From an optimization exercise on the open Yosys and OpenROAD flow, aimed at small area, a short achievable clock period and few clock cycles per item; shortcuts taken in it are not production practice. No functional check of the RTL was part of any run shown here. Power is estimated from default activity; no workload was simulated.

==> flow/config.mk <==
export PLATFORM = sky130hd
export DESIGN_NAME = Out_of_Order_divider
export DESIGN_NICKNAME = Out_of_Order_divider
export VERILOG_FILES = /design/flow/design.v
export SDC_FILE = /design/flow/constraint.sdc
export NUM_CORES = 4
export LEC_CHECK = 0
export CAP_MARGIN = 20
export CORE_MARGIN = 2
export CORE_UTILIZATION = 40
export PLACE_DENSITY = 0.6
export SLEW_MARGIN = 20
==> flow/constraint.sdc <==
create_clock -name core_clock -period 6.0 [get_ports {clk}]
set_input_delay 1.2000 -clock core_clock [delete_from_list [all_inputs] [get_ports {clk}]]
set_output_delay 1.2000 -clock core_clock [all_outputs]
set_load 0.01 [all_outputs]
==> flow/design.v <==
module single_divider (Clk, a_in, d_in, q_out, r_out);
input Clk;
input [7:0] a_in, d_in;
output [7:0] q_out, r_out;
wire [0:0] x0 = a_in[7:7];
wire [1:0] b_0;
wire [0:0] df_0;
assign b_0[0] = 1'b0;
assign df_0[0] = x0[0] ^ d_in[0] ^ b_0[0];
assign b_0[1] = (~x0[0] & d_in[0]) | (~(x0[0] ^ d_in[0]) & b_0[0]);
wire ge_0 = (d_in[7:1] == 0) && !b_0[1];
wire [0:0] r1 = ge_0 ? df_0 : x0;
wire [0:0] qq1 = {ge_0};
wire [6:0] aa1 = a_in[6:0];
wire [1:0] x1 = {r1, aa1[6:6]};
wire [2:0] b_1;
wire [1:0] df_1;
assign b_1[0] = 1'b0;
assign df_1[0] = x1[0] ^ d_in[0] ^ b_1[0];
assign b_1[1] = (~x1[0] & d_in[0]) | (~(x1[0] ^ d_in[0]) & b_1[0]);
assign df_1[1] = x1[1] ^ d_in[1] ^ b_1[1];
assign b_1[2] = (~x1[1] & d_in[1]) | (~(x1[1] ^ d_in[1]) & b_1[1]);
wire ge_1 = (d_in[7:2] == 0) && !b_1[2];
wire [1:0] r2 = ge_1 ? df_1 : x1;
wire [1:0] qq2 = {qq1, ge_1};
wire [5:0] aa2 = aa1[5:0];
wire [2:0] x2 = {r2, aa2[5:5]};
wire [3:0] b_2;
wire [2:0] df_2;
assign b_2[0] = 1'b0;
assign df_2[0] = x2[0] ^ d_in[0] ^ b_2[0];
assign b_2[1] = (~x2[0] & d_in[0]) | (~(x2[0] ^ d_in[0]) & b_2[0]);
assign df_2[1] = x2[1] ^ d_in[1] ^ b_2[1];
assign b_2[2] = (~x2[1] & d_in[1]) | (~(x2[1] ^ d_in[1]) & b_2[1]);
assign df_2[2] = x2[2] ^ d_in[2] ^ b_2[2];
assign b_2[3] = (~x2[2] & d_in[2]) | (~(x2[2] ^ d_in[2]) & b_2[2]);
wire ge_2 = (d_in[7:3] == 0) && !b_2[3];
wire [2:0] r3 = ge_2 ? df_2 : x2;
wire [2:0] qq3 = {qq2, ge_2};
wire [4:0] aa3 = aa2[4:0];
wire [3:0] x3 = {r3, aa3[4:4]};
wire [4:0] b_3;
wire [3:0] df_3;
assign b_3[0] = 1'b0;
assign df_3[0] = x3[0] ^ d_in[0] ^ b_3[0];
assign b_3[1] = (~x3[0] & d_in[0]) | (~(x3[0] ^ d_in[0]) & b_3[0]);
assign df_3[1] = x3[1] ^ d_in[1] ^ b_3[1];
assign b_3[2] = (~x3[1] & d_in[1]) | (~(x3[1] ^ d_in[1]) & b_3[1]);
assign df_3[2] = x3[2] ^ d_in[2] ^ b_3[2];
assign b_3[3] = (~x3[2] & d_in[2]) | (~(x3[2] ^ d_in[2]) & b_3[2]);
assign df_3[3] = x3[3] ^ d_in[3] ^ b_3[3];
assign b_3[4] = (~x3[3] & d_in[3]) | (~(x3[3] ^ d_in[3]) & b_3[3]);
wire ge_3 = (d_in[7:4] == 0) && !b_3[4];
wire [3:0] r4 = ge_3 ? df_3 : x3;
wire [3:0] qq4 = {qq3, ge_3};
wire [3:0] aa4 = aa3[3:0];
reg [3:0] r_p1;
always @(posedge Clk) r_p1 <= r4;
reg [3:0] a_p1;
always @(posedge Clk) a_p1 <= aa4;
reg [3:0] q_p1;
always @(posedge Clk) q_p1 <= qq4;
reg [7:0] d_p1;
always @(posedge Clk) d_p1 <= d_in;
wire [4:0] x4 = {r_p1, a_p1[3:3]};
wire [5:0] b_4;
wire [4:0] df_4;
assign b_4[0] = 1'b0;
assign df_4[0] = x4[0] ^ d_p1[0] ^ b_4[0];
assign b_4[1] = (~x4[0] & d_p1[0]) | (~(x4[0] ^ d_p1[0]) & b_4[0]);
assign df_4[1] = x4[1] ^ d_p1[1] ^ b_4[1];
assign b_4[2] = (~x4[1] & d_p1[1]) | (~(x4[1] ^ d_p1[1]) & b_4[1]);
assign df_4[2] = x4[2] ^ d_p1[2] ^ b_4[2];
assign b_4[3] = (~x4[2] & d_p1[2]) | (~(x4[2] ^ d_p1[2]) & b_4[2]);
assign df_4[3] = x4[3] ^ d_p1[3] ^ b_4[3];
assign b_4[4] = (~x4[3] & d_p1[3]) | (~(x4[3] ^ d_p1[3]) & b_4[3]);
assign df_4[4] = x4[4] ^ d_p1[4] ^ b_4[4];
assign b_4[5] = (~x4[4] & d_p1[4]) | (~(x4[4] ^ d_p1[4]) & b_4[4]);
wire ge_4 = (d_p1[7:5] == 0) && !b_4[5];
wire [4:0] r5 = ge_4 ? df_4 : x4;
wire [4:0] qq5 = {q_p1, ge_4};
wire [2:0] aa5 = a_p1[2:0];
wire [5:0] x5 = {r5, aa5[2:2]};
wire [6:0] b_5;
wire [5:0] df_5;
assign b_5[0] = 1'b0;
assign df_5[0] = x5[0] ^ d_p1[0] ^ b_5[0];
assign b_5[1] = (~x5[0] & d_p1[0]) | (~(x5[0] ^ d_p1[0]) & b_5[0]);
assign df_5[1] = x5[1] ^ d_p1[1] ^ b_5[1];
assign b_5[2] = (~x5[1] & d_p1[1]) | (~(x5[1] ^ d_p1[1]) & b_5[1]);
assign df_5[2] = x5[2] ^ d_p1[2] ^ b_5[2];
assign b_5[3] = (~x5[2] & d_p1[2]) | (~(x5[2] ^ d_p1[2]) & b_5[2]);
assign df_5[3] = x5[3] ^ d_p1[3] ^ b_5[3];
assign b_5[4] = (~x5[3] & d_p1[3]) | (~(x5[3] ^ d_p1[3]) & b_5[3]);
assign df_5[4] = x5[4] ^ d_p1[4] ^ b_5[4];
assign b_5[5] = (~x5[4] & d_p1[4]) | (~(x5[4] ^ d_p1[4]) & b_5[4]);
assign df_5[5] = x5[5] ^ d_p1[5] ^ b_5[5];
assign b_5[6] = (~x5[5] & d_p1[5]) | (~(x5[5] ^ d_p1[5]) & b_5[5]);
wire ge_5 = (d_p1[7:6] == 0) && !b_5[6];
wire [5:0] r6 = ge_5 ? df_5 : x5;
wire [5:0] qq6 = {qq5, ge_5};
wire [1:0] aa6 = aa5[1:0];
reg [5:0] r_p2;
always @(posedge Clk) r_p2 <= r6;
reg [1:0] a_p2;
always @(posedge Clk) a_p2 <= aa6;
reg [5:0] q_p2;
always @(posedge Clk) q_p2 <= qq6;
reg [7:0] d_p2;
always @(posedge Clk) d_p2 <= d_p1;
wire [6:0] x6 = {r_p2, a_p2[1:1]};
wire [7:0] b_6;
wire [6:0] df_6;
assign b_6[0] = 1'b0;
assign df_6[0] = x6[0] ^ d_p2[0] ^ b_6[0];
assign b_6[1] = (~x6[0] & d_p2[0]) | (~(x6[0] ^ d_p2[0]) & b_6[0]);
assign df_6[1] = x6[1] ^ d_p2[1] ^ b_6[1];
assign b_6[2] = (~x6[1] & d_p2[1]) | (~(x6[1] ^ d_p2[1]) & b_6[1]);
assign df_6[2] = x6[2] ^ d_p2[2] ^ b_6[2];
assign b_6[3] = (~x6[2] & d_p2[2]) | (~(x6[2] ^ d_p2[2]) & b_6[2]);
assign df_6[3] = x6[3] ^ d_p2[3] ^ b_6[3];
assign b_6[4] = (~x6[3] & d_p2[3]) | (~(x6[3] ^ d_p2[3]) & b_6[3]);
assign df_6[4] = x6[4] ^ d_p2[4] ^ b_6[4];
assign b_6[5] = (~x6[4] & d_p2[4]) | (~(x6[4] ^ d_p2[4]) & b_6[4]);
assign df_6[5] = x6[5] ^ d_p2[5] ^ b_6[5];
assign b_6[6] = (~x6[5] & d_p2[5]) | (~(x6[5] ^ d_p2[5]) & b_6[5]);
assign df_6[6] = x6[6] ^ d_p2[6] ^ b_6[6];
assign b_6[7] = (~x6[6] & d_p2[6]) | (~(x6[6] ^ d_p2[6]) & b_6[6]);
wire ge_6 = (d_p2[7:7] == 0) && !b_6[7];
wire [6:0] r7 = ge_6 ? df_6 : x6;
wire [6:0] qq7 = {q_p2, ge_6};
wire [0:0] aa7 = a_p2[0:0];
reg [6:0] r_p3;
always @(posedge Clk) r_p3 <= r7;
reg [0:0] a_p3;
always @(posedge Clk) a_p3 <= aa7;
reg [6:0] q_p3;
always @(posedge Clk) q_p3 <= qq7;
reg [7:0] d_p3;
always @(posedge Clk) d_p3 <= d_p2;
wire [7:0] x7 = {r_p3, a_p3[0:0]};
wire [7:0] g_7 = ~x7 & d_p3[7:0];
wire [7:0] t_7 = ~(x7 ^ d_p3[7:0]);
wire G7_1_1 = g_7[1] | (t_7[1] & g_7[0]);
wire T7_1_1 = t_7[1] & t_7[0];
wire G7_1_3 = g_7[3] | (t_7[3] & g_7[2]);
wire T7_1_3 = t_7[3] & t_7[2];
wire G7_1_5 = g_7[5] | (t_7[5] & g_7[4]);
wire T7_1_5 = t_7[5] & t_7[4];
wire G7_1_7 = g_7[7] | (t_7[7] & g_7[6]);
wire T7_1_7 = t_7[7] & t_7[6];
wire G7_2_2 = g_7[2] | (t_7[2] & G7_1_1);
wire T7_2_2 = t_7[2] & T7_1_1;
wire G7_2_3 = G7_1_3 | (T7_1_3 & G7_1_1);
wire T7_2_3 = T7_1_3 & T7_1_1;
wire G7_2_6 = g_7[6] | (t_7[6] & G7_1_5);
wire T7_2_6 = t_7[6] & T7_1_5;
wire G7_2_7 = G7_1_7 | (T7_1_7 & G7_1_5);
wire T7_2_7 = T7_1_7 & T7_1_5;
wire G7_4_4 = g_7[4] | (t_7[4] & G7_2_3);
wire T7_4_4 = t_7[4] & T7_2_3;
wire G7_4_5 = G7_1_5 | (T7_1_5 & G7_2_3);
wire T7_4_5 = T7_1_5 & T7_2_3;
wire G7_4_6 = G7_2_6 | (T7_2_6 & G7_2_3);
wire T7_4_6 = T7_2_6 & T7_2_3;
wire G7_4_7 = G7_2_7 | (T7_2_7 & G7_2_3);
wire T7_4_7 = T7_2_7 & T7_2_3;
wire [8:0] b_7 = {G7_4_7, G7_4_6, G7_4_5, G7_4_4, G7_2_3, G7_2_2, G7_1_1, g_7[0], 1'b0};
wire ge_7 = 1'b1 && !b_7[8];
wire [7:0] r8 = x7 ^ ({8{ge_7}} & (d_p3[7:0] ^ b_7[7:0]));
wire [7:0] qq8 = {q_p3, ge_7};
assign q_out = qq8;
assign r_out = r8;
endmodule
`timescale 1 ns / 100 ps
module Out_of_Order_divider (clk, rst, start, memory_write_complete, dd_addr, dd_data, qr_we, qr_addr, qr_data);
input clk, rst, start;
output memory_write_complete;
output [4:0] dd_addr;
input [15:0] dd_data;
output qr_we;
output [4:0] qr_addr;
output [15:0] qr_data;
reg [5:0] cnt;
reg run;
wire last = run && (cnt == 6'd34);
always @(posedge clk, posedge rst)
begin
  if (rst) begin
    cnt <= 6'd0;
    run <= 1'b0;
  end else if (last) begin
    cnt <= 6'd0;
    run <= 1'b0;
  end else if (start || run) begin
    cnt <= cnt + 6'd1;
    run <= 1'b1;
  end
end
wire [5:0] wcnt = cnt - 6'd3;
assign dd_addr = cnt[4:0];
assign qr_we = run && (cnt >= 6'd3);
assign qr_addr = wcnt[4:0];
assign memory_write_complete = last;
single_divider divider (.Clk(clk), .a_in(dd_data[15:8]), .d_in(dd_data[7:0]), .q_out(qr_data[15:8]), .r_out(qr_data[7:0]));
endmodule
==> flow/flow/run.sh <==
#!/bin/bash
# The standard layout, with every input and output port buffered by a
# sky130_fd_sc_hd__buf_1 instead of the resizer's default choice.
set -euo pipefail
bash standard.sh BUFFER_PORTS_ARGS="-buffer_cell sky130_fd_sc_hd__buf_1" ADDER_MAP_FILE= finish > standard.log 2>&1
==> flow/standard.sh <==
#!/bin/bash
# synth_recipe.tcl (not shown) runs the flow's synth.tcl, then flattens the netlist and writes it again
# the make line also repeats each setting of config.mk as NAME=value (left out here)
make -C /OpenROAD-flow-scripts/flow DESIGN_CONFIG=/design/flow/config.mk WORK_HOME=/design/flow/orfs CLKGATE_MAP_FILE= SYNTH_SCRIPT=/design/flow/synth_recipe.tcl "${@:-finish}"
==> results of run 1 <==
[power groups by stage]
stage | Clock (mW) | Combinational [mW] | Sequential (mW)
final | 0.336 | 0.356 | 0.593
after global routing | 0.372 | 0.400 | 0.605
after CTS | 0.350 | 0.360 | 0.594
after detailed placement | 0 | 0.359 | 0.605
after global placement | 0 | 0.353 | 0.604
after floorplan | 0 | 0.325 | 0.571
[synthesized netlist by cell type, drive strengths merged, types with 2 or more instances]
cell type,n
and2,4
a21o,3
mux2,2
dfxtp,65
o31ai,6
a21bo,2
a211oi,6
maj3,12
nand2,33
clkbuf,16
xnor2,33
nor3,11
nand2b,7
buf,10
inv,26
a31oi,6
o21ai,17
a32o,2
nor4,6
a21boi,2
a21oi,14
o2111ai,2
o41ai,2
nor2b,16
o32ai,2
o211ai,5
nor2,42
nand3,8
xor2,14
dfrtp,7
a2111oi,2
or3,2
or2,2
nor3b,2
[through the flow]
step,setup WS [ns],area (um2),util
2_1_floorplan,1.70,3580,-
3_3_place_gp,1.54,3750,0.430
3_5_place_dp,1.46,3750,0.430
4_1_cts,1.11,3920,0.450
5_1_grt,0.924,3920,0.450
6_report,1.17,3920,0.450
[worst paths after layout]
kind                            startpoint              end  slack [ns]  cells past startpoint
hold / removal             divider.a_p1[1]  divider.a_p2[1]        0.33                      0
max in group asynchronous              rst           cnt[5]        5.04                      2
hold reg to reg            divider.a_p1[1]  divider.a_p2[1]        0.33                      0
setup / recovery           divider.d_p3[0]       qr_data[0]        1.17                     12
min in group asynchronous              rst           cnt[1]        0.75                      2
setup reg to reg           divider.d_p1[0]  divider.r_p2[1]        2.19                     11
[area by class of cell]
cell class              count  area share
well taps                 108      0.0345
clock inverters             6      0.0112
clock buffers              10      0.0325
inverters                  26      0.0249
flip-flops and latches     72       0.377
repair buffers             46      0.0440
multi-input cells         282       0.476
[kinds of logic after synthesis]
logic type / Yosys count
AOI/OAI and AO/OA: 82
adders and majority gates: 12
muxes: 2
and+or+nand+nor: 139
xor gates and xnor gates: 47
DFF: 72
buffers and inverters: 52
[cell usage in the layout (no fill, tap or decap), types with 8 or more instances in the layout]
| cell type | Yosys | layout |
|---|---|---|
| buf_1 | 0 | 46 |
| clkbuf_8 | 0 | 9 |
| xnor2_1 | 33 | 33 |
| dfxtp_1 | 65 | 65 |
| o21ai_0 | 15 | 15 |
| nand2_1 | 33 | 33 |
| nor2b_1 | 16 | 16 |
| a21oi_1 | 13 | 13 |
| inv_1 | 24 | 24 |
| nand3_1 | 8 | 8 |
| xor2_1 | 14 | 14 |
| nor2_1 | 41 | 41 |
| nor3_1 | 11 | 11 |
[metal layers]
metal | routed length [um] | global-route usage
met1 | 3210 | 0.196
met4 | 150 | 0.0769
met5 | 0 | 0
met3 | 322 | 0.0291
met2 | 3160 | 0.235
[registers in the layout, indices dropped and copies added (netlist names), 6 cells and up]
name,count
divider.d_p1,8
divider.d_p2,8
divider.d_p3,8
divider.q_p3,7
divider.r_p3,7
cnt,6
divider.q_p2,6
divider.r_p2,6
[critical path, stage by stage, from the launching register on]
cell and delay, ns:
dfxtp_1 0.31, nor2b_1 0.14, maj3_1 0.39, maj3_2 0.34, maj3_2 0.34, maj3_2 0.34, maj3_1 0.41, or2_1 0.26
nand3_1 0.11, a21oi_1 0.17, nand2b_1 0.21, xnor2_1 0.13, buf_1 0.16
==> metrics.yaml, run 1 <==
finalNonFillerCells: 550
setup_tns_ns: 0
io-pin-count: 47
timing.hold.ws_ns: 0.326
dr.pass1.iters: 4
clkPwrFrac: 0.262
gr-total-overflow: 0
cts_buffer_depth: 2
comb_power_share: 0.277
synth_fp_nets: 425
clk_pin_slew_ns: 0.08
yosysTopAreaCellShare: 0.364
placementRows: 34
cts_hold_buf: 0
power.switching_uw: 447
grt_pass1_wl_um: 11800
p_sw_frac: 0.348
regArea_um2: 1480
wl_per_cell_um: 12.4
slew_headroom: 0.377
synth_edf_count: 0
initial_utilization: 0.410
power_mw: 1.29
period_share: 0.806
worstPathArrival_ns: 3.63
cp-start-kind: "register"
status: "timing/DRC/antenna clean"
synth_top_family_by_area: "simple AND/OR/NAND/NOR gates"
synth_xor_area_frac: 0.115
worstMarginPinSlew_ns: 0.934
syn_avg_cell_area_um2: 8.82
synth-simple-area-share: 0.193
clk_latency_ns: 0.34
finalHoldViolCount: 0
cts.sinks: 72
total_leakage_power_nw: 1.49
root_buffer: "clkbuf_8"
grt_max_degree: 25
htree_levels: 3
fillers: 893
crit_path_end_kind: "output pin"
synthesis.area_um2: 3580
drcViolationCount: 0
worstSetupPathType: "register to output pin"
rsz0062_at_grt: "no"
grt_pass1_vias: 2519
post_cts_buffers: 0
post_cts_resized: 0
fmax_mhz: 207
internal_power_uw: 839
hp-class: "register to register"
yosys_warnings: 2
worstPathMaxFanout: 7
drv_slew: 0
cts_tree: "built"
synth_area_leaders: "dfxtp_1, xnor2_1, dfrtp_1, nor2_1, nand2_1"
dp_hpwl_um: 5060
layout_min_cycle_time_ns: 4.83
io_buffers: 46
syn-instance-count: 406
synth-async-reset-ratio: 0.0972
drtIter0Drc: 85
seq_power_share: 0.462
core-area_um2: 8720
maxCapViolCount: 0
seq_area_frac_synth: 0.412
ys_types: 67
die_w_um: 98.6
synthAdderAreaFrac: 0.0360
yosysTopAreaCell: "dfxtp_1"
muxShareOfSynthArea: 0.00734
multi_input_area_um2: 1870
p_per_area_nw_per_um2: 328
die_area_um2: 9720
ys.flop_type: "dfxtp_1"
gp_congestion: 0.843
areaGrowthSynthToFinish_pct: 9.54
antenna_found_initial: 0
die_y_um: 98.6
antenna_cells: 0
vias: 2816
ys_ff_latch: 72
dp_cells: 534
drive_gt1_frac: 0.0792
fin_skew_ns: 0.00689
setup_viol: 0
vias_per_cell: 5.12
cts_buffers: 9
cp.required_ns: 4.80
irDropWorstVdd_uv: 132
wl_um: 6840
fin_nets: 456
track_usage: 0.150
synth_compound_area_frac: 0.170
ant_nets: 0
==> run 2, diff against run 1 <==
--- a/flow/design.v
+++ b/flow/design.v
@@ -143,26 +143,36 @@
 wire [7:0] t_7 = ~(x7 ^ d_p3[7:0]);
 wire G7_1_1 = g_7[1] | (t_7[1] & g_7[0]);
 wire T7_1_1 = t_7[1] & t_7[0];
+wire G7_1_2 = g_7[2] | (t_7[2] & g_7[1]);
+wire T7_1_2 = t_7[2] & t_7[1];
 wire G7_1_3 = g_7[3] | (t_7[3] & g_7[2]);
 wire T7_1_3 = t_7[3] & t_7[2];
+wire G7_1_4 = g_7[4] | (t_7[4] & g_7[3]);
+wire T7_1_4 = t_7[4] & t_7[3];
 wire G7_1_5 = g_7[5] | (t_7[5] & g_7[4]);
 wire T7_1_5 = t_7[5] & t_7[4];
+wire G7_1_6 = g_7[6] | (t_7[6] & g_7[5]);
+wire T7_1_6 = t_7[6] & t_7[5];
 wire G7_1_7 = g_7[7] | (t_7[7] & g_7[6]);
 wire T7_1_7 = t_7[7] & t_7[6];
-wire G7_2_2 = g_7[2] | (t_7[2] & G7_1_1);
-wire T7_2_2 = t_7[2] & T7_1_1;
+wire G7_2_2 = G7_1_2 | (T7_1_2 & g_7[0]);
+wire T7_2_2 = T7_1_2 & t_7[0];
 wire G7_2_3 = G7_1_3 | (T7_1_3 & G7_1_1);
 wire T7_2_3 = T7_1_3 & T7_1_1;
-wire G7_2_6 = g_7[6] | (t_7[6] & G7_1_5);
-wire T7_2_6 = t_7[6] & T7_1_5;
+wire G7_2_4 = G7_1_4 | (T7_1_4 & G7_1_2);
+wire T7_2_4 = T7_1_4 & T7_1_2;
+wire G7_2_5 = G7_1_5 | (T7_1_5 & G7_1_3);
+wire T7_2_5 = T7_1_5 & T7_1_3;
+wire G7_2_6 = G7_1_6 | (T7_1_6 & G7_1_4);
+wire T7_2_6 = T7_1_6 & T7_1_4;
 wire G7_2_7 = G7_1_7 | (T7_1_7 & G7_1_5);
 wire T7_2_7 = T7_1_7 & T7_1_5;
-wire G7_4_4 = g_7[4] | (t_7[4] & G7_2_3);
-wire T7_4_4 = t_7[4] & T7_2_3;
-wire G7_4_5 = G7_1_5 | (T7_1_5 & G7_2_3);
-wire T7_4_5 = T7_1_5 & T7_2_3;
-wire G7_4_6 = G7_2_6 | (T7_2_6 & G7_2_3);
-wire T7_4_6 = T7_2_6 & T7_2_3;
+wire G7_4_4 = G7_2_4 | (T7_2_4 & g_7[0]);
+wire T7_4_4 = T7_2_4 & t_7[0];
+wire G7_4_5 = G7_2_5 | (T7_2_5 & G7_1_1);
+wire T7_4_5 = T7_2_5 & T7_1_1;
+wire G7_4_6 = G7_2_6 | (T7_2_6 & G7_2_2);
+wire T7_4_6 = T7_2_6 & T7_2_2;
 wire G7_4_7 = G7_2_7 | (T7_2_7 & G7_2_3);
 wire T7_4_7 = T7_2_7 & T7_2_3;
 wire [8:0] b_7 = {G7_4_7, G7_4_6, G7_4_5, G7_4_4, G7_2_3, G7_2_2, G7_1_1, g_7[0], 1'b0};
==> run 2 against run 1 <==
Non-clock buffer count is the same; sequential power is essentially flat; still clean on timing, DRC and antenna; critical path depth is the same; worst setup slack lost 0.16 ns; wire length shrank 1.7%; highest routed layer unchanged; sequential cell count is the same; register-to-register slack lost 0.30 ns.
==> metrics.yaml, run 2 <==
worstMarginPinSlew_ns: 0.764
path_delay_family: "adder cells"
antenna_cells: 0
yosysMostFrequentCell: "dfxtp_1"
slowest_delay_ns: 0.41
preCtsSetupSlack_ns: 1.30
synth.top_cells.by_count: "dfxtp_1, nor2_1, xnor2_1"
irDropWorstVdd_uv: 110
setup_slack_ns: 1.00
layout_commonest_cell: "dfxtp_1"
cp.required_ns: 4.80
final_cell_mix: "dfxtp_1, buf_1, nor2_1"
htree_levels: 3
cp_slowest_cell: "maj3_1"
core-area_um2: 8300
power_mw: 1.33
post_cts_resized: 0
track_usage: 0.150
yosysTopAreaCellShare: 0.376
yosysTopAreaCell: "dfxtp_1"
setup_tns_ns: 0
io-pin-count: 47
gr-total-overflow: 0
synthesis.area_um2: 3460
rsz0062_at_grt: "no"
maxCapViolCount: 0
syn-instance-count: 378
initial_utilization: 0.417
cpMostUsedCell: "maj3_1"
worstPathMaxFanout: 7
dp_hpwl_um: 5020
yosys_warnings: 2
period_share: 0.833
synth-async-reset-ratio: 0.0972
fmax_mhz: 200
synth_area_leaders: "dfxtp_1, xnor2_1, dfrtp_1, nor2_1, xor2_1"
cts_buffers: 9
cts_buffer_depth: 2
ys_ff_latch: 72
internal_power_uw: 881
io_buffers: 46
gp_congestion: 0.920
dr.pass1.iters: 4
drv_slew: 0
finalHoldViolCount: 0
path_buf_inv: 1
die_y_um: 97.0
clk_pin_slew_ns: 0.08
setup_viol: 0
placementRows: 33
synth_edf_count: 0
p_sw_frac: 0.338
post_cts_buffers: 0
drcViolationCount: 0
top_regs: "divider.d_p1 x8, divider.d_p2 x8, divider.d_p3 x8"
path_cells: "nor2b_1 -> maj3_1 -> maj3_1 -> maj3_1 -> nand2_1 -> a21oi_1 -> maj3_1 -> maj3_1 -> a21oi_2 -> nand2_1 -> xnor2_1 -> buf_1"
fin_skew_ns: 0.0133
ys.flop_type: "dfxtp_1"
cts_tree: "built"
grt_max_degree: 19
cts_hold_buf: 0
placed_area_um2: 3660
areaGrowthSynthToFinish_pct: 11.6
ys_types: 65
p_per_area_nw_per_um2: 345
status: "timing/DRC/antenna clean"
clkPwrFrac: 0.282
vias: 2752
wl_um: 6730
vias_per_cell: 5.23
drtIter0Drc: 73
die_area_um2: 9410
layout_min_cycle_time_ns: 5.00
worstPathArrival_ns: 3.80
root_buffer: "clkbuf_8"
power.switching_uw: 450
cts.sinks: 72
seq_area_frac_synth: 0.427
synth_fp_nets: 397
hp-class: "register to register"
antenna_found_initial: 0
crit_path_end_kind: "output pin"
total_leakage_power_nw: 1.47
slew_headroom: 0.488
grt_pass1_vias: 2547
die_w_um: 97.0
stdcell_area_um2: 3860
comb_power_share: 0.270
clk_latency_ns: 0.34
timing.hold.ws_ns: 0.327
seq_power_share: 0.448
grt_pass1_wl_um: 11700
worstSetupPathType: "register to output pin"
wl_per_cell_um: 12.8
drive_gt1_frac: 0.0760
cp-start-kind: "register"
fin_nets: 435
ant_nets: 0
syn_avg_cell_area_um2: 9.16
run 2: cell types whose count changed in the layout (fill, tap and decap cells not counted), moves of 4 or more:
| cell | before | now |
|---|---|---|
| o31ai_1 | 5 | 9 |
| xnor2_1 | 33 | 28 |
| nor2_1 | 41 | 33 |
| maj3_1 | 7 | 11 |
| nor2b_1 | 16 | 7 |
| nand2_1 | 33 | 25 |
run 2: stage by stage:
stage               utilization  std cells
finish                    0.465        526
global placement          0.442        510
detailed placement        0.442        510
floorplan                     -        378
CTS                       0.465        526
global route              0.465        526
run 2: worst paths after layout:
check	start	end	slack, ns	cells past startpoint
worst max-delay path	divider.d_p3[0]	qr_data[0]	1.00	12
worst min-delay path	divider.a_p1[0]	divider.a_p2[0]	0.33	0
worst max register to register	divider.a_p1[3]	divider.r_p2[1]	1.89	11
worst min register to register	divider.a_p1[0]	divider.a_p2[0]	0.33	0
max in group asynchronous	rst	cnt[5]	5.03	2
min in group asynchronous	rst	cnt[4]	0.75	2
run 2: per-layer routing:
| metal | GRT usage | up-vias | share of wire |
|---|---|---|---|
| met1 | 0.194 | 1255 | 0.46 |
| met5 | 0 | - | 0 |
| met2 | 0.235 | 79 | 0.46 |
| met3 | 0.0332 | 16 | 0.055 |
| li1 | - | 1402 | - |
| met4 | 0.0769 | 0 | 0.027 |
run 2: final cells by class:
| cell class | instances | area, um2 |
|---|---|---|
| timing repair buffer | 46 | 173 |
| clock inverter | 6 | 68.8 |
| sequential | 72 | 1480 |
| clock buffer | 10 | 128 |
| tap | 105 | 131 |
| fill | 790 | 4440 |
| inverter | 27 | 101 |
| multi-input combinational | 260 | 1780 |
run 2: cells by family (layout without fill, tap and decap cells):
logic type                 after synthesis  after routing  synth area share
adders and majority gates               13             13            0.0383
muxes                                    4              4            0.0127
and+or+nand+nor                        118            118             0.176
xor gates and xnor gates                42             42             0.106
DFF                                     72             72             0.427
AOI/OAI and AO/OA                       83             83             0.182
buffers and inverters                   46             89            0.0582
run 2: power by group through the flow:
| stage | logic, mW | registers (mW) | clock network, mW |
|---|---|---|---|
| finish | 0.359 | 0.596 | 0.376 |
| global route | 0.401 | 0.607 | 0.410 |
| CTS | 0.363 | 0.595 | 0.390 |
| detailed placement | 0.362 | 0.606 | 0 |
| global placement | 0.355 | 0.605 | 0 |
| floorplan | 0.320 | 0.577 | 0 |
run 2: worst register-to-register path: stages, from the launching register on:
cell and delay (ns):
dfxtp_1 0.44, nand2b_1 0.34, a211oi_2 0.13, or4_1 0.66
and4_1 0.26, a211oi_1 0.65, o22ai_1 0.26, o31ai_1 0.36
maj3_2 0.29, maj3_2 0.30, o311ai_4 0.13, xor2_1 0.17
==> run 3, diff against run 2 <==
--- a/flow/design.v
+++ b/flow/design.v
@@ -100,85 +100,67 @@
 wire [5:0] r6 = ge_5 ? df_5 : x5;
 wire [5:0] qq6 = {qq5, ge_5};
 wire [1:0] aa6 = aa5[1:0];
-reg [5:0] r_p2;
-always @(posedge Clk) r_p2 <= r6;
-reg [1:0] a_p2;
-always @(posedge Clk) a_p2 <= aa6;
-reg [5:0] q_p2;
-always @(posedge Clk) q_p2 <= qq6;
-reg [7:0] d_p2;
-always @(posedge Clk) d_p2 <= d_p1;
-wire [6:0] x6 = {r_p2, a_p2[1:1]};
+wire [6:0] x6 = {r6, aa6[1:1]};
 wire [7:0] b_6;
 wire [6:0] df_6;
 assign b_6[0] = 1'b0;
-assign df_6[0] = x6[0] ^ d_p2[0] ^ b_6[0];
-assign b_6[1] = (~x6[0] & d_p2[0]) | (~(x6[0] ^ d_p2[0]) & b_6[0]);
-assign df_6[1] = x6[1] ^ d_p2[1] ^ b_6[1];
-assign b_6[2] = (~x6[1] & d_p2[1]) | (~(x6[1] ^ d_p2[1]) & b_6[1]);
-assign df_6[2] = x6[2] ^ d_p2[2] ^ b_6[2];
-assign b_6[3] = (~x6[2] & d_p2[2]) | (~(x6[2] ^ d_p2[2]) & b_6[2]);
-assign df_6[3] = x6[3] ^ d_p2[3] ^ b_6[3];
-assign b_6[4] = (~x6[3] & d_p2[3]) | (~(x6[3] ^ d_p2[3]) & b_6[3]);
-assign df_6[4] = x6[4] ^ d_p2[4] ^ b_6[4];
-assign b_6[5] = (~x6[4] & d_p2[4]) | (~(x6[4] ^ d_p2[4]) & b_6[4]);
-assign df_6[5] = x6[5] ^ d_p2[5] ^ b_6[5];
-assign b_6[6] = (~x6[5] & d_p2[5]) | (~(x6[5] ^ d_p2[5]) & b_6[5]);
-assign df_6[6] = x6[6] ^ d_p2[6] ^ b_6[6];
-assign b_6[7] = (~x6[6] & d_p2[6]) | (~(x6[6] ^ d_p2[6]) & b_6[6]);
-wire ge_6 = (d_p2[7:7] == 0) && !b_6[7];
+assign df_6[0] = x6[0] ^ d_p1[0] ^ b_6[0];
+assign b_6[1] = (~x6[0] & d_p1[0]) | (~(x6[0] ^ d_p1[0]) & b_6[0]);
+assign df_6[1] = x6[1] ^ d_p1[1] ^ b_6[1];
+assign b_6[2] = (~x6[1] & d_p1[1]) | (~(x6[1] ^ d_p1[1]) & b_6[1]);
+assign df_6[2] = x6[2] ^ d_p1[2] ^ b_6[2];
+assign b_6[3] = (~x6[2] & d_p1[2]) | (~(x6[2] ^ d_p1[2]) & b_6[2]);
+assign df_6[3] = x6[3] ^ d_p1[3] ^ b_6[3];
+assign b_6[4] = (~x6[3] & d_p1[3]) | (~(x6[3] ^ d_p1[3]) & b_6[3]);
+assign df_6[4] = x6[4] ^ d_p1[4] ^ b_6[4];
+assign b_6[5] = (~x6[4] & d_p1[4]) | (~(x6[4] ^ d_p1[4]) & b_6[4]);
+assign df_6[5] = x6[5] ^ d_p1[5] ^ b_6[5];
+assign b_6[6] = (~x6[5] & d_p1[5]) | (~(x6[5] ^ d_p1[5]) & b_6[5]);
+assign df_6[6] = x6[6] ^ d_p1[6] ^ b_6[6];
+assign b_6[7] = (~x6[6] & d_p1[6]) | (~(x6[6] ^ d_p1[6]) & b_6[6]);
+wire ge_6 = (d_p1[7:7] == 0) && !b_6[7];
 wire [6:0] r7 = ge_6 ? df_6 : x6;
-wire [6:0] qq7 = {q_p2, ge_6};
-wire [0:0] aa7 = a_p2[0:0];
-reg [6:0] r_p3;
-always @(posedge Clk) r_p3 <= r7;
-reg [0:0] a_p3;
-always @(posedge Clk) a_p3 <= aa7;
-reg [6:0] q_p3;
-always @(posedge Clk) q_p3 <= qq7;
-reg [7:0] d_p3;
-always @(posedge Clk) d_p3 <= d_p2;
-wire [7:0] x7 = {r_p3, a_p3[0:0]};
-wire [7:0] g_7 = ~x7 & d_p3[7:0];
-wire [7:0] t_7 = ~(x7 ^ d_p3[7:0]);
+wire [6:0] qq7 = {qq6, ge_6};
+wire [0:0] aa7 = aa6[0:0];
+reg [6:0] r_p2;
+always @(posedge Clk) r_p2 <= r7;
+reg [0:0] a_p2;
+always @(posedge Clk) a_p2 <= aa7;
+reg [6:0] q_p2;
+always @(posedge Clk) q_p2 <= qq7;
+reg [7:0] d_p2;
+always @(posedge Clk) d_p2 <= d_p1;
+wire [7:0] x7 = {r_p2, a_p2[0:0]};
+wire [7:0] g_7 = ~x7 & d_p2[7:0];
+wire [7:0] t_7 = ~(x7 ^ d_p2[7:0]);
 wire G7_1_1 = g_7[1] | (t_7[1] & g_7[0]);
 wire T7_1_1 = t_7[1] & t_7[0];
-wire G7_1_2 = g_7[2] | (t_7[2] & g_7[1]);
-wire T7_1_2 = t_7[2] & t_7[1];
 wire G7_1_3 = g_7[3] | (t_7[3] & g_7[2]);
 wire T7_1_3 = t_7[3] & t_7[2];
-wire G7_1_4 = g_7[4] | (t_7[4] & g_7[3]);
-wire T7_1_4 = t_7[4] & t_7[3];
 wire G7_1_5 = g_7[5] | (t_7[5] & g_7[4]);
 wire T7_1_5 = t_7[5] & t_7[4];
-wire G7_1_6 = g_7[6] | (t_7[6] & g_7[5]);
-wire T7_1_6 = t_7[6] & t_7[5];
 wire G7_1_7 = g_7[7] | (t_7[7] & g_7[6]);
 wire T7_1_7 = t_7[7] & t_7[6];
-wire G7_2_2 = G7_1_2 | (T7_1_2 & g_7[0]);
-wire T7_2_2 = T7_1_2 & t_7[0];
+wire G7_2_2 = g_7[2] | (t_7[2] & G7_1_1);
+wire T7_2_2 = t_7[2] & T7_1_1;
 wire G7_2_3 = G7_1_3 | (T7_1_3 & G7_1_1);
 wire T7_2_3 = T7_1_3 & T7_1_1;
-wire G7_2_4 = G7_1_4 | (T7_1_4 & G7_1_2);
-wire T7_2_4 = T7_1_4 & T7_1_2;
-wire G7_2_5 = G7_1_5 | (T7_1_5 & G7_1_3);
-wire T7_2_5 = T7_1_5 & T7_1_3;
-wire G7_2_6 = G7_1_6 | (T7_1_6 & G7_1_4);
-wire T7_2_6 = T7_1_6 & T7_1_4;
+wire G7_2_6 = g_7[6] | (t_7[6] & G7_1_5);
+wire T7_2_6 = t_7[6] & T7_1_5;
 wire G7_2_7 = G7_1_7 | (T7_1_7 & G7_1_5);
 wire T7_2_7 = T7_1_7 & T7_1_5;
-wire G7_4_4 = G7_2_4 | (T7_2_4 & g_7[0]);
-wire T7_4_4 = T7_2_4 & t_7[0];
-wire G7_4_5 = G7_2_5 | (T7_2_5 & G7_1_1);
-wire T7_4_5 = T7_2_5 & T7_1_1;
-wire G7_4_6 = G7_2_6 | (T7_2_6 & G7_2_2);
-wire T7_4_6 = T7_2_6 & T7_2_2;
+wire G7_4_4 = g_7[4] | (t_7[4] & G7_2_3);
+wire T7_4_4 = t_7[4] & T7_2_3;
+wire G7_4_5 = G7_1_5 | (T7_1_5 & G7_2_3);
+wire T7_4_5 = T7_1_5 & T7_2_3;
+wire G7_4_6 = G7_2_6 | (T7_2_6 & G7_2_3);
+wire T7_4_6 = T7_2_6 & T7_2_3;
 wire G7_4_7 = G7_2_7 | (T7_2_7 & G7_2_3);
 wire T7_4_7 = T7_2_7 & T7_2_3;
 wire [8:0] b_7 = {G7_4_7, G7_4_6, G7_4_5, G7_4_4, G7_2_3, G7_2_2, G7_1_1, g_7[0], 1'b0};
 wire ge_7 = 1'b1 && !b_7[8];
-wire [7:0] r8 = x7 ^ ({8{ge_7}} & (d_p3[7:0] ^ b_7[7:0]));
-wire [7:0] qq8 = {q_p3, ge_7};
+wire [7:0] r8 = x7 ^ ({8{ge_7}} & (d_p2[7:0] ^ b_7[7:0]));
+wire [7:0] qq8 = {q_p2, ge_7};
 assign q_out = qq8;
 assign r_out = r8;
 endmodule
@@ -193,7 +175,7 @@
 output [15:0] qr_data;
 reg [5:0] cnt;
 reg run;
-wire last = run && (cnt == 6'd34);
+wire last = run && (cnt == 6'd33);
 always @(posedge clk, posedge rst)
 begin
   if (rst) begin
@@ -207,9 +189,9 @@
     run <= 1'b1;
   end
 end
-wire [5:0] wcnt = cnt - 6'd3;
+wire [5:0] wcnt = cnt - 6'd2;
 assign dd_addr = cnt[4:0];
-assign qr_we = run && (cnt >= 6'd3);
+assign qr_we = run && (cnt >= 6'd2);
 assign qr_addr = wcnt[4:0];
 assign memory_write_complete = last;
 single_divider divider (.Clk(clk), .a_in(dd_data[15:8]), .d_in(dd_data[7:0]), .q_out(qr_data[15:8]), .r_out(qr_data[7:0]));
==> run 3 against run 2 <==
Still clean on timing, DRC and antenna; cell area decreased by 10%; non-clock buffer count is the same; register-to-register slack worse by 0.71 ns; sequential share of layout area down 8.3 points; final cell count fell by 1.3%; via count shrank 2.0%; sequential power shrank 27%; clock skew is 0.0083 ns lower; combinational power is 6.7% higher; area after synthesis fell by 8.4%; critical path type unchanged; critical endpoint is now qr_data[3]; largest power group unchanged.
==> metrics.yaml, run 3 <==
cp-start-kind: "register"
total_leakage_power_nw: 1.27
io_buffers: 46
post_cts_resized: 0
muxShareOfSynthArea: 0.00986
antenna_found_initial: 0
wl_um: 6930
gr-total-overflow: 0
synthAdderAreaFrac: 0.0450
grt_max_degree: 19
yosys_warnings: 2
initial_utilization: 0.413
core-area_um2: 7690
yosysTopAreaCell: "dfxtp_1"
hp-class: "register to register"
synth_xor_area_frac: 0.146
ys_ff_latch: 50
path_buf_inv: 1
synth_area_leaders: "dfxtp_1, xnor2_1, dfrtp_1, nor2_1, nand2_1"
yosysMostFrequentCell: "xnor2_1"
wl_per_cell_um: 13.3
drv_slew: 0
fin_nets: 435
ys.flop_type: "dfxtp_1"
clk_pin_slew_ns: 0.09
drtIter0Drc: 109
p_per_area_nw_per_um2: 294
gp_congestion: 0.908
cpMostUsedCell: "maj3_1"
syn-instance-count: 383
die_area_um2: 8660
path_cells: "nor2b_1 -> maj3_1 -> maj3_1 -> maj3_1 -> maj3_1 -> maj3_1 -> maj3_1 -> nor2_1 -> o21ai_1 -> nor2_1 -> xnor2_1 -> buf_1"
finalHoldViolCount: 0
worstPathMaxFanout: 7
synth_edf_count: 0
cts_buffers: 5
worstMarginPinSlew_ns: 0.832
ys_types: 66
synthesis.area_um2: 3170
die_w_um: 93.0
antenna_cells: 0
layout_min_cycle_time_ns: 5.20
ant_nets: 0
cts.sinks: 50
setup_viol: 0
synth_compound_area_frac: 0.190
preCtsSetupSlack_ns: 0.939
track_usage: 0.164
synth.top_cells.by_count: "xnor2_1, dfxtp_1, nor2_1"
synth-async-reset-ratio: 0.140
maxCapViolCount: 0
setup_slack_ns: 0.802
syn_avg_cell_area_um2: 8.28
dr.pass1.iters: 6
rsz0062_at_grt: "no"
root_buffer: "clkbuf_8"
fin_util: 0.451
yosysTopAreaCellShare: 0.271
crit_path_end_kind: "output pin"
cts_hold_buf: 0
grt_pass1_vias: 2494
post_cts_buffers: 0
drcViolationCount: 0
period_share: 0.866
worstSetupPathType: "register to output pin"
seq_area_frac_synth: 0.327
final_cell_mix: "xnor2_1, buf_1, dfxtp_1"
synth-simple-area-share: 0.217
io-pin-count: 47
die_y_um: 93.0
placementRows: 32
status: "timing/DRC/antenna clean"
synth_top_family_by_area: "simple AND/OR/NAND/NOR gates"
slew_headroom: 0.441
timing.hold.ws_ns: 0.334
cp_slowest_cell: "maj3_1"
reg2reg_slack_ns: 1.18
cp.required_ns: 4.80
dp_hpwl_um: 5340
layout_commonest_cell: "xnor2_1"
fin_skew_ns: 0.00500
synth_fp_nets: 402
cts_buffer_depth: 2
cts_tree: "built"
vias_per_cell: 5.19
htree_levels: 2
path_delay_family: "adder cells"
drive_gt1_frac: 0.0504
fmax_mhz: 192
irDropWorstVdd_uv: 127
areaGrowthSynthToFinish_pct: 9.23
top_regs: "divider.d_p1 x8, divider.d_p2 x8"
setup_tns_ns: 0
slowest_delay_ns: 0.40
vias: 2696
clk_latency_ns: 0.30
worstPathArrival_ns: 4.00
grt_pass1_wl_um: 11600
[run 3: changes by cell type after synthesis, sizes merged, moves of 4 or more]
cell	previous run	this run
a211o	1	5
a21boi	1	5
a21oi	16	8
buf	11	7
clkbuf	8	13
dfxtp	65	43
nand2	25	35
nor2	33	39
o21ai	12	17
o31ai	9	1
xnor2	28	47
xor2	14	6
[run 3: cell families (layout without fill, tap and decap cells)]
| group | Yosys count | count (layout) |
|---|---|---|
| buffers and inverters | 47 | 81 |
| AO/OA/AOI/OAI | 79 | 79 |
| AND/OR/NAND/NOR | 137 | 137 |
| multiplexers | 3 | 3 |
| XOR/XNOR | 53 | 53 |
| flip-flops | 50 | 50 |
| adder cells (fa/ha/maj) | 14 | 14 |
[run 3: worst paths after layout]
kind,cells after the start,start,end
worst max-delay path,12,divider.d_p2[0],qr_data[3]
worst min-delay path,0,divider.q_p1[2],divider.q_p2[5]
worst max register to register,15,divider.d_p1[0],divider.r_p2[5]
worst min register to register,0,divider.q_p1[2],divider.q_p2[5]
max in group asynchronous,2,rst,cnt[4]
min in group asynchronous,2,rst,cnt[5]
[run 3: layout make-up]
cell class,instances,area (um2)
repair buffers,46,173
multi-input cells,286,1930
flip-flops and latches,50,1040
clock buffers,6,82.6
clock inverters,2,11.3
fillers,788,4220
well taps,102,128
inverters,27,106
[run 3: per-stage QoR]
stage,instance area [um2],power [mW],std cells
finish,3460,1.02,519
global placement,3370,0.822,511
detailed placement,3370,0.827,511
CTS,3460,1.03,519
floorplan,3170,0.755,383
global route,3460,1.10,519
[run 3: power breakdown]
group | internal [mW] | switching, mW | leakage, nW
registers | 0.378 | 0.0574 | 0.439
clock network | 0.0931 | 0.107 | 0.0515
logic | 0.166 | 0.218 | 0.778
total | 0.637 | 0.382 | 1.27
[run 3: layer usage]
metal / GRT usage / share of wire / routed length (um) / vias to the layer above
li1: - / - / - / 1394
met1: 0.227 / 0.49 / 3400 / 1220
met2: 0.261 / 0.44 / 3030 / 68
met3: 0.0274 / 0.054 / 376 / 14
met4: 0.0539 / 0.016 / 114 / 0
met5: 0 / 0 / 0 / -
[run 3: worst register-to-register path: cells and delay by family, from the launching register on]
kind	cells	cell delay [ns]
AOI/OAI and AO/OA	6	1.91
xor gates and xnor gates	1	0.08
adders and majority gates	2	0.77
DFF	1	0.46
muxes	1	0.37
and+or+nand+nor	5	1.12
==> run 4, diff against run 3 <==
--- a/flow/design.v
+++ b/flow/design.v
@@ -38,31 +38,31 @@
 wire [2:0] r3 = ge_2 ? df_2 : x2;
 wire [2:0] qq3 = {qq2, ge_2};
 wire [4:0] aa3 = aa2[4:0];
-wire [3:0] x3 = {r3, aa3[4:4]};
+reg [2:0] r_p1;
+always @(posedge Clk) r_p1 <= r3;
+reg [4:0] a_p1;
+always @(posedge Clk) a_p1 <= aa3;
+reg [2:0] q_p1;
+always @(posedge Clk) q_p1 <= qq3;
+reg [7:0] d_p1;
+always @(posedge Clk) d_p1 <= d_in;
+wire [3:0] x3 = {r_p1, a_p1[4:4]};
 wire [4:0] b_3;
 wire [3:0] df_3;
 assign b_3[0] = 1'b0;
-assign df_3[0] = x3[0] ^ d_in[0] ^ b_3[0];
-assign b_3[1] = (~x3[0] & d_in[0]) | (~(x3[0] ^ d_in[0]) & b_3[0]);
-assign df_3[1] = x3[1] ^ d_in[1] ^ b_3[1];
-assign b_3[2] = (~x3[1] & d_in[1]) | (~(x3[1] ^ d_in[1]) & b_3[1]);
-assign df_3[2] = x3[2] ^ d_in[2] ^ b_3[2];
-assign b_3[3] = (~x3[2] & d_in[2]) | (~(x3[2] ^ d_in[2]) & b_3[2]);
-assign df_3[3] = x3[3] ^ d_in[3] ^ b_3[3];
-assign b_3[4] = (~x3[3] & d_in[3]) | (~(x3[3] ^ d_in[3]) & b_3[3]);
-wire ge_3 = (d_in[7:4] == 0) && !b_3[4];
+assign df_3[0] = x3[0] ^ d_p1[0] ^ b_3[0];
+assign b_3[1] = (~x3[0] & d_p1[0]) | (~(x3[0] ^ d_p1[0]) & b_3[0]);
+assign df_3[1] = x3[1] ^ d_p1[1] ^ b_3[1];
+assign b_3[2] = (~x3[1] & d_p1[1]) | (~(x3[1] ^ d_p1[1]) & b_3[1]);
+assign df_3[2] = x3[2] ^ d_p1[2] ^ b_3[2];
+assign b_3[3] = (~x3[2] & d_p1[2]) | (~(x3[2] ^ d_p1[2]) & b_3[2]);
+assign df_3[3] = x3[3] ^ d_p1[3] ^ b_3[3];
+assign b_3[4] = (~x3[3] & d_p1[3]) | (~(x3[3] ^ d_p1[3]) & b_3[3]);
+wire ge_3 = (d_p1[7:4] == 0) && !b_3[4];
 wire [3:0] r4 = ge_3 ? df_3 : x3;
-wire [3:0] qq4 = {qq3, ge_3};
-wire [3:0] aa4 = aa3[3:0];
-reg [3:0] r_p1;
-always @(posedge Clk) r_p1 <= r4;
-reg [3:0] a_p1;
-always @(posedge Clk) a_p1 <= aa4;
-reg [3:0] q_p1;
-always @(posedge Clk) q_p1 <= qq4;
-reg [7:0] d_p1;
-always @(posedge Clk) d_p1 <= d_in;
-wire [4:0] x4 = {r_p1, a_p1[3:3]};
+wire [3:0] qq4 = {q_p1, ge_3};
+wire [3:0] aa4 = a_p1[3:0];
+wire [4:0] x4 = {r4, aa4[3:3]};
 wire [5:0] b_4;
 wire [4:0] df_4;
 assign b_4[0] = 1'b0;
@@ -78,8 +78,8 @@
 assign b_4[5] = (~x4[4] & d_p1[4]) | (~(x4[4] ^ d_p1[4]) & b_4[4]);
 wire ge_4 = (d_p1[7:5] == 0) && !b_4[5];
 wire [4:0] r5 = ge_4 ? df_4 : x4;
-wire [4:0] qq5 = {q_p1, ge_4};
-wire [2:0] aa5 = a_p1[2:0];
+wire [4:0] qq5 = {qq4, ge_4};
+wire [2:0] aa5 = aa4[2:0];
 wire [5:0] x5 = {r5, aa5[2:2]};
 wire [6:0] b_5;
 wire [5:0] df_5;
==> run 4 against run 3 <==
Non-clock buffer count increased by 7; die area rose by 3.6%; wire length is 6.4% higher; fmax shrank 6.4%; register-to-register slack got worse by 0.73 ns; power up 3.0%; cell area rose by 5.1%; first-iteration DRC count is 58% higher; hold slack about the same; count of clock-buffer cells in the layout fell by 1; worst setup slack got worse by 0.35 ns.
==> metrics.yaml, run 4 <==
status: "timing/DRC/antenna clean"
fin_skew_ns: 0.0164
placementRows: 33
ys_ff_latch: 49
clk_pin_slew_ns: 0.11
wl_um: 7370
yosysTopAreaCell: "dfxtp_1"
synthesis.area_um2: 3290
whs_endpoint: "divider.q_p2[5]"
slew_headroom: 0.634
drtIter0Drc: 172
period_share: 0.925
htree_levels: 2
die_w_um: 94.7
yosysMostFrequentCell: "nor2_1"
wl_per_cell_um: 13.7
slowest_delay_ns: 0.52
fillers: 842
dr.pass1.iters: 4
io-pin-count: 47
cts_tree: "built"
synth-async-reset-ratio: 0.143
vias: 2883
wl_met1_um: 3390
layout_min_cycle_time_ns: 5.55
yosys_warnings: 2
path_cells: "nor2b_4 -> maj3_2 -> o211a_4 -> mux2_4 -> or2_1 -> o31a_1 -> o21a_2 -> or4_1 -> nand4_2 -> o221ai_2 -> a41oi_2 -> o31a_4 -> inv_2 -> and3_4 -> o21a_1 -> o211ai_1 -> a22oi_2 -> a211oi_1 -> o41a_1 -> mux2i_1 -> nand4_1"
synth.top_cells.by_count: "nor2_1, dfxtp_1, xnor2_1"
worstPathArrival_ns: 5.73
min_path_cells: 0
grt_max_degree: 18
synth-simple-area-share: 0.210
maxCapViolCount: 0
setup_viol: 0
fin_util: 0.450
synth_compound_area_frac: 0.220
worstPathMaxFanout: 12
syn-instance-count: 397
rsz0062_at_grt: "no"
worstMarginPinSlew_ns: 0.536
grt_pass1_vias: 2644
synth_edf_count: 0
gr-total-overflow: 0
drv_slew: 0
cts.sinks: 49
ant_nets: 0
drive_gt1_frac: 0.0993
drcViolationCount: 0
path_buf_inv: 1
hp-class: "register to register"
worstSetupPathType: "register to register"
finalHoldViolCount: 0
highest_layer: "met4"
seq_area_frac_synth: 0.309
root_buffer: "clkbuf_8"
fin_nets: 451
gp_congestion: 0.839
dr_wl_met3_um: 303
p_per_area_nw_per_um2: 288
io_buffers: 46
vias_per_cell: 5.36
wl_met2_um: 3580
top_regs: "divider.d_p1 x8, divider.d_p2 x8"
grt_pass1_wl_um: 12100
track_usage: 0.168
core-area_um2: 8090
r2r_start: "divider.a_p1[4]"
regArea_um2: 1020
post_cts_buffers: 0
final_cell_mix: "buf_1, nor2_1, dfxtp_1"
die_y_um: 94.7
dp_hpwl_um: 5680
reg2reg_slack_ns: 0.45
syn_avg_cell_area_um2: 8.29
clk_latency_ns: 0.31
cts_hold_buf: 0
power_mw: 1.05
synthAdderAreaFrac: 0.0338
initial_utilization: 0.407
post_cts_resized: 0
reg2reg_depth: 21
synth_fp_nets: 416
cp_slowest_cell: "dfxtp_1"
cp-start-kind: "register"
die_area_um2: 8970
r2r-end: "divider.r_p2[1]"
worstSetupStartpoint: "divider.a_p1[4]"
synth_xor_area_frac: 0.122
setup_tns_ns: 0
areaGrowthSynthToFinish_pct: 10.6
crit_path_end_kind: "register"
synth_area_leaders: "dfxtp_1, xnor2_1, dfrtp_1, nor2_1, nand2_1"
cp.required_ns: 6.18
muxShareOfSynthArea: 0.0300
synth_top_family_by_area: "compound AO/OA/AOI/OAI gates"
fmax_mhz: 180
path_delay_family: "compound AO/OA/AOI/OAI gates"
yosysTopAreaCellShare: 0.255
ys.flop_type: "dfxtp_1"
antenna_cells: 0
irDropWorstVdd_uv: 122
cts_buffers: 5
hold_start: "divider.q_p1[1]"
total_leakage_power_nw: 1.33
multi_input_area_um2: 2040
layout_commonest_cell: "buf_1"
cts_buffer_depth: 2
antenna_found_initial: 0
ys_types: 76
run 4: changes by cell type in the layout (fill, tap and decap cells not counted), moves of 4 or more:
cell / change
nor2_1: +5
xnor2_1: -11
nor4_1: +5
nand2_1: -7
o211ai_1: +4
clkinv_1: +4
a211o_1: -4
buf_4: +7
o31ai_1: +4
run 4: logic make-up after synthesis:
logic type	count (synthesis)
AND/OR/NAND/NOR	134
AO/OA/AOI/OAI	96
buffers and inverters	53
flip-flops	49
XOR/XNOR	45
adder cells (fa/ha/maj)	11
multiplexers	9
run 4: through the flow:
step	instances	hold WS (ns)	setup slack (ns)	instance area, um2
after global placement	530	0.311	0.658	3500
final	538	0.334	0.449	3640
after detailed placement	530	0.313	0.504	3500
after global routing	538	0.342	0.0191	3640
after floorplan	397	0.310	0.983	3290
after CTS	538	0.338	0.452	3620
run 4: worst max-delay path by stage:
stage / to / slack (ns) / depth (start not counted)
after detailed placement: divider.r_p2[1] / 0.50 / 21
final: divider.r_p2[1] / 0.45 / 21
after CTS: divider.r_p2[1] / 0.45 / 21
after floorplan: divider.r_p2[1] / 0.98 / 22
after global placement: divider.r_p2[1] / 0.66 / 21
after global routing: divider.r_p2[1] / 0.02 / 21
run 4: final cells by class:
type,instances,area share
Tap cell,105,0.0361
Clock buffer,5,0.0189
Sequential cell,49,0.279
Timing Repair Buffer,53,0.0619
Clock inverter,3,0.0137
Inverter,28,0.0289
Multi-Input combinational cell,295,0.562
run 4: per-layer routing:
layer,GRT usage,vias up
li1,-,1466
met1,0.205,1342
met2,0.302,65
met3,0.0255,10
met4,0.0507,0
met5,0,-
run 4: power by group:
part	switching, mW	leakage [nW]	internal (mW)
logic	0.212	0.837	0.160
registers	0.0553	0.432	0.369
clock network	0.125	0.0603	0.128
==> run 5, diff against run 4 <==
--- a/flow/design.v
+++ b/flow/design.v
@@ -100,37 +100,41 @@
 wire [5:0] r6 = ge_5 ? df_5 : x5;
 wire [5:0] qq6 = {qq5, ge_5};
 wire [1:0] aa6 = aa5[1:0];
-wire [6:0] x6 = {r6, aa6[1:1]};
-wire [7:0] b_6;
-wire [6:0] df_6;
-assign b_6[0] = 1'b0;
-assign df_6[0] = x6[0] ^ d_p1[0] ^ b_6[0];
-assign b_6[1] = (~x6[0] & d_p1[0]) | (~(x6[0] ^ d_p1[0]) & b_6[0]);
-assign df_6[1] = x6[1] ^ d_p1[1] ^ b_6[1];
-assign b_6[2] = (~x6[1] & d_p1[1]) | (~(x6[1] ^ d_p1[1]) & b_6[1]);
-assign df_6[2] = x6[2] ^ d_p1[2] ^ b_6[2];
-assign b_6[3] = (~x6[2] & d_p1[2]) | (~(x6[2] ^ d_p1[2]) & b_6[2]);
-assign df_6[3] = x6[3] ^ d_p1[3] ^ b_6[3];
-assign b_6[4] = (~x6[3] & d_p1[3]) | (~(x6[3] ^ d_p1[3]) & b_6[3]);
-assign df_6[4] = x6[4] ^ d_p1[4] ^ b_6[4];
-assign b_6[5] = (~x6[4] & d_p1[4]) | (~(x6[4] ^ d_p1[4]) & b_6[4]);
-assign df_6[5] = x6[5] ^ d_p1[5] ^ b_6[5];
-assign b_6[6] = (~x6[5] & d_p1[5]) | (~(x6[5] ^ d_p1[5]) & b_6[5]);
-assign df_6[6] = x6[6] ^ d_p1[6] ^ b_6[6];
-assign b_6[7] = (~x6[6] & d_p1[6]) | (~(x6[6] ^ d_p1[6]) & b_6[6]);
-wire ge_6 = (d_p1[7:7] == 0) && !b_6[7];
-wire [6:0] r7 = ge_6 ? df_6 : x6;
-wire [6:0] qq7 = {qq6, ge_6};
-wire [0:0] aa7 = aa6[0:0];
-reg [6:0] r_p2;
-always @(posedge Clk) r_p2 <= r7;
-reg [0:0] a_p2;
-always @(posedge Clk) a_p2 <= aa7;
-reg [6:0] q_p2;
-always @(posedge Clk) q_p2 <= qq7;
+reg [5:0] r_p2;
+always @(posedge Clk) r_p2 <= r6;
+reg [1:0] a_p2;
+always @(posedge Clk) a_p2 <= aa6;
+reg [5:0] q_p2;
+always @(posedge Clk) q_p2 <= qq6;
 reg [7:0] d_p2;
 always @(posedge Clk) d_p2 <= d_p1;
-wire [7:0] x7 = {r_p2, a_p2[0:0]};
+wire [6:0] x6 = {r_p2, a_p2[1:1]};
+wire [6:0] g_6 = ~x6 & d_p2[6:0];
+wire [6:0] t_6 = ~(x6 ^ d_p2[6:0]);
+wire G6_1_1 = g_6[1] | (t_6[1] & g_6[0]);
+wire T6_1_1 = t_6[1] & t_6[0];
+wire G6_1_3 = g_6[3] | (t_6[3] & g_6[2]);
+wire T6_1_3 = t_6[3] & t_6[2];
+wire G6_1_5 = g_6[5] | (t_6[5] & g_6[4]);
+wire T6_1_5 = t_6[5] & t_6[4];
+wire G6_2_2 = g_6[2] | (t_6[2] & G6_1_1);
+wire T6_2_2 = t_6[2] & T6_1_1;
+wire G6_2_3 = G6_1_3 | (T6_1_3 & G6_1_1);
+wire T6_2_3 = T6_1_3 & T6_1_1;
+wire G6_2_6 = g_6[6] | (t_6[6] & G6_1_5);
+wire T6_2_6 = t_6[6] & T6_1_5;
+wire G6_4_4 = g_6[4] | (t_6[4] & G6_2_3);
+wire T6_4_4 = t_6[4] & T6_2_3;
+wire G6_4_5 = G6_1_5 | (T6_1_5 & G6_2_3);
+wire T6_4_5 = T6_1_5 & T6_2_3;
+wire G6_4_6 = G6_2_6 | (T6_2_6 & G6_2_3);
+wire T6_4_6 = T6_2_6 & T6_2_3;
+wire [7:0] b_6 = {G6_4_6, G6_4_5, G6_4_4, G6_2_3, G6_2_2, G6_1_1, g_6[0], 1'b0};
+wire ge_6 = (d_p2[7:7] == 0) && !b_6[7];
+wire [6:0] r7 = x6 ^ ({7{ge_6}} & (d_p2[6:0] ^ b_6[6:0]));
+wire [6:0] qq7 = {q_p2, ge_6};
+wire [0:0] aa7 = a_p2[0:0];
+wire [7:0] x7 = {r7, aa7[0:0]};
 wire [7:0] g_7 = ~x7 & d_p2[7:0];
 wire [7:0] t_7 = ~(x7 ^ d_p2[7:0]);
 wire G7_1_1 = g_7[1] | (t_7[1] & g_7[0]);
@@ -160,7 +164,7 @@
 wire [8:0] b_7 = {G7_4_7, G7_4_6, G7_4_5, G7_4_4, G7_2_3, G7_2_2, G7_1_1, g_7[0], 1'b0};
 wire ge_7 = 1'b1 && !b_7[8];
 wire [7:0] r8 = x7 ^ ({8{ge_7}} & (d_p2[7:0] ^ b_7[7:0]));
-wire [7:0] qq8 = {q_p2, ge_7};
+wire [7:0] qq8 = {qq7, ge_7};
 assign q_out = qq8;
 assign r_out = r8;
 endmodule
==> run 5 against run 4 <==
Still clean on timing, DRC and antenna; first-iteration DRC count is 13% lower; clock power down 19%; via count grew 7.6%; largest cell class unchanged.
==> metrics.yaml, run 5 <==
status: "timing/DRC/antenna clean"
areaGrowthSynthToFinish_pct: 7.01
dp_hpwl_um: 5970
io-pin-count: 47
finalHoldViolCount: 0
post_cts_buffers: 0
final_cell_mix: "buf_1, dfxtp_1, nor2_1, xnor2_1, nand2_1"
vias_per_cell: 5.54
drtIter0Drc: 150
ant_nets: 0
maxCapViolCount: 0
top_regs: "divider.d_p1 x8, divider.d_p2 x8"
layout_commonest_cell: "buf_1"
die_y_um: 97.5
gr-total-overflow: 0
ys_types: 82
wl_um: 7790
drive_gt1_frac: 0.0752
period_share: 0.894
power_mw: 1.06
cts_buffers: 5
io_buffers: 46
drv_slew: 0
post_cts_resized: 0
synth.top_cells.by_count: "dfxtp_1, nor2_1, xnor2_1"
core-area_um2: 8590
dp_cells: 552
root_buffer: "clkbuf_8"
drcViolationCount: 0
synth_edf_count: 0
worstPathArrival_ns: 4.17
irDropWorstVdd_uv: 135
fin_util: 0.436
clk_pin_slew_ns: 0.09
hp-class: "register to register"
setup_tns_ns: 0
cp.required_ns: 4.80
cp-start-kind: "register"
synth_fp_nets: 445
vias: 3101
ys_ff_latch: 48
wl_per_cell_um: 13.9
cts_tree: "built"
total_leakage_power_nw: 1.36
initial_utilization: 0.407
cts_buffer_depth: 2
track_usage: 0.166
yosysTopAreaCell: "dfxtp_1"
yosysTopAreaCellShare: 0.235
cts_hold_buf: 0
synthesis.area_um2: 3500
dr.pass1.iters: 4
worstPathMaxFanout: 11
rsz0062_at_grt: "no"
antenna_cells: 0
synth_area_leaders: "dfxtp_1, xnor2_1, dfrtp_1, nor2_1, nand2_1"
slew_headroom: 0.527
fin_skew_ns: 0.0100
htree_levels: 2
die_w_um: 97.5
worstMarginPinSlew_ns: 0.708
gp_congestion: 0.888
layout_min_cycle_time_ns: 5.37
syn-instance-count: 426
grt_pass1_vias: 3012
setup_slack_ns: 0.633
preCtsSetupSlack_ns: 0.996
ys.flop_type: "dfxtp_1"
worstSetupPathType: "register to output pin"
syn_avg_cell_area_um2: 8.22
die_area_um2: 9510
placementRows: 34
cts.sinks: 48
fin_nets: 470
setup_viol: 0
crit_path_end_kind: "output pin"
grt_max_degree: 20
fmax_mhz: 186
finalNonFillerCells: 560
grt_pass1_wl_um: 13600
antenna_found_initial: 0
synth-async-reset-ratio: 0.146
seq_area_frac_synth: 0.285
p_per_area_nw_per_um2: 282
yosys_warnings: 2
yosysMostFrequentCell: "dfxtp_1"
clk_latency_ns: 0.30
-- run 5: cell types whose count changed after synthesis, sizes merged, moves of 5 or more --
cell / delta
nor2: -12
xnor2: -5
nor4: -6
nor3: +6
a31oi: +6
nor2b: +8
-- run 5: cell families (layout without fill, tap and decap cells) --
kind of cell,count (synthesis),count (layout),synth area share
AND/OR/NAND/NOR,155,155,0.237
AO/OA/AOI/OAI,114,114,0.263
buffers and inverters,56,82,0.0754
flip-flops,48,48,0.285
XOR/XNOR,37,37,0.0926
adder cells (fa/ha/maj),9,9,0.0261
multiplexers,7,7,0.0204
-- run 5: critical path: stages (launching register included) --
cell,delay [ns]
dfxtp_1,0.52
nand2b_1,0.21
a21o_1,0.13
a41oi_1,0.17
o221ai_2,0.30
a31oi_4,0.16
or2_1,0.29
a221o_1,0.40
o32a_1,0.38
a221o_1,0.40
nand2_2,0.15
maj3_1,0.19
mux2i_1,0.09
o311a_1,0.35
buf_1,0.13
-- run 5: area by class of cell --
class / instances / area (um2)
Multi-Input combinational cell: 322 / 2240
Sequential cell: 48 / 996
Clock inverter: 2 / 13.8
Tap cell: 108 / 135
Timing Repair Buffer: 46 / 173
Clock buffer: 6 / 82.6
Fill cell: 893 / 4850
Inverter: 28 / 105
-- run 5: stage by stage --
stage	hold slack [ns]	area, um2
global route	0.342	3740
finish	0.333	3740
detailed placement	0.312	3650
global placement	0.312	3650
floorplan	0.310	3500
CTS	0.335	3740
-- run 5: where the power goes --
group	switching, mW	total (mW)	internal (mW)
registers	0.0666	0.425	0.359
logic	0.240	0.425	0.185
clock network	0.112	0.206	0.0944
-- run 5: routing by layer --
metal,share of wire,global-route usage,up-vias
li1,-,-,1585
met1,0.46,0.206,1463
met2,0.51,0.300,45
met3,0.024,0.0237,8
met4,0.011,0.0406,0
met5,0,0,-
-- run 5: final timing paths --
check,from,endpoint,slack (ns),cells past startpoint
worst max-delay path,divider.a_p2[1],qr_data[1],0.63,14
min in group asynchronous,rst,run,0.79,2
worst min register to register,divider.a_p1[1],divider.a_p2[1],0.33,0
max in group asynchronous,rst,cnt[3],5.00,2
worst max register to register,divider.d_p1[0],divider.r_p2[1],1.40,13
worst min-delay path,divider.a_p1[1],divider.a_p2[1],0.33,0

==> afterwards: timing with drivers on the ports <==
Ports are ideal in the flow. The routed layouts listed here were re-timed in OpenROAD.
Step 1 assumes that a clkbuf_16 drives the clock port and a buf_2 every other input.
Step 2 times the ports against the registers' clock, not the clock port: input delays grow and output delays shrink by t, the midpoint of the rising clock arrivals with the driver on.
Slacks: no drivers / after step 1 / after step 2; pairs: no drivers / after step 1.
| run | t (ns) | setup WS [ns] | worst slew at a driven data input, ns |
|---|---|---|---|
| run 1 | 0.366 | 1.166 / 1.136 / 1.416 | 0.04 |
| run 2 | 0.369 | 1.002 / 0.971 / 1.271 | 0.03 |
| run 3 | 0.320 | 0.802 / 0.776 / 0.909 | 0.03 |
| run 4 | 0.336 | 0.449 / 0.449 / 0.449 | 0.03 |
| run 5 | 0.325 | 0.633 / 0.605 / 0.930 | 0.04 |
After both steps every run listed still meets setup and hold.
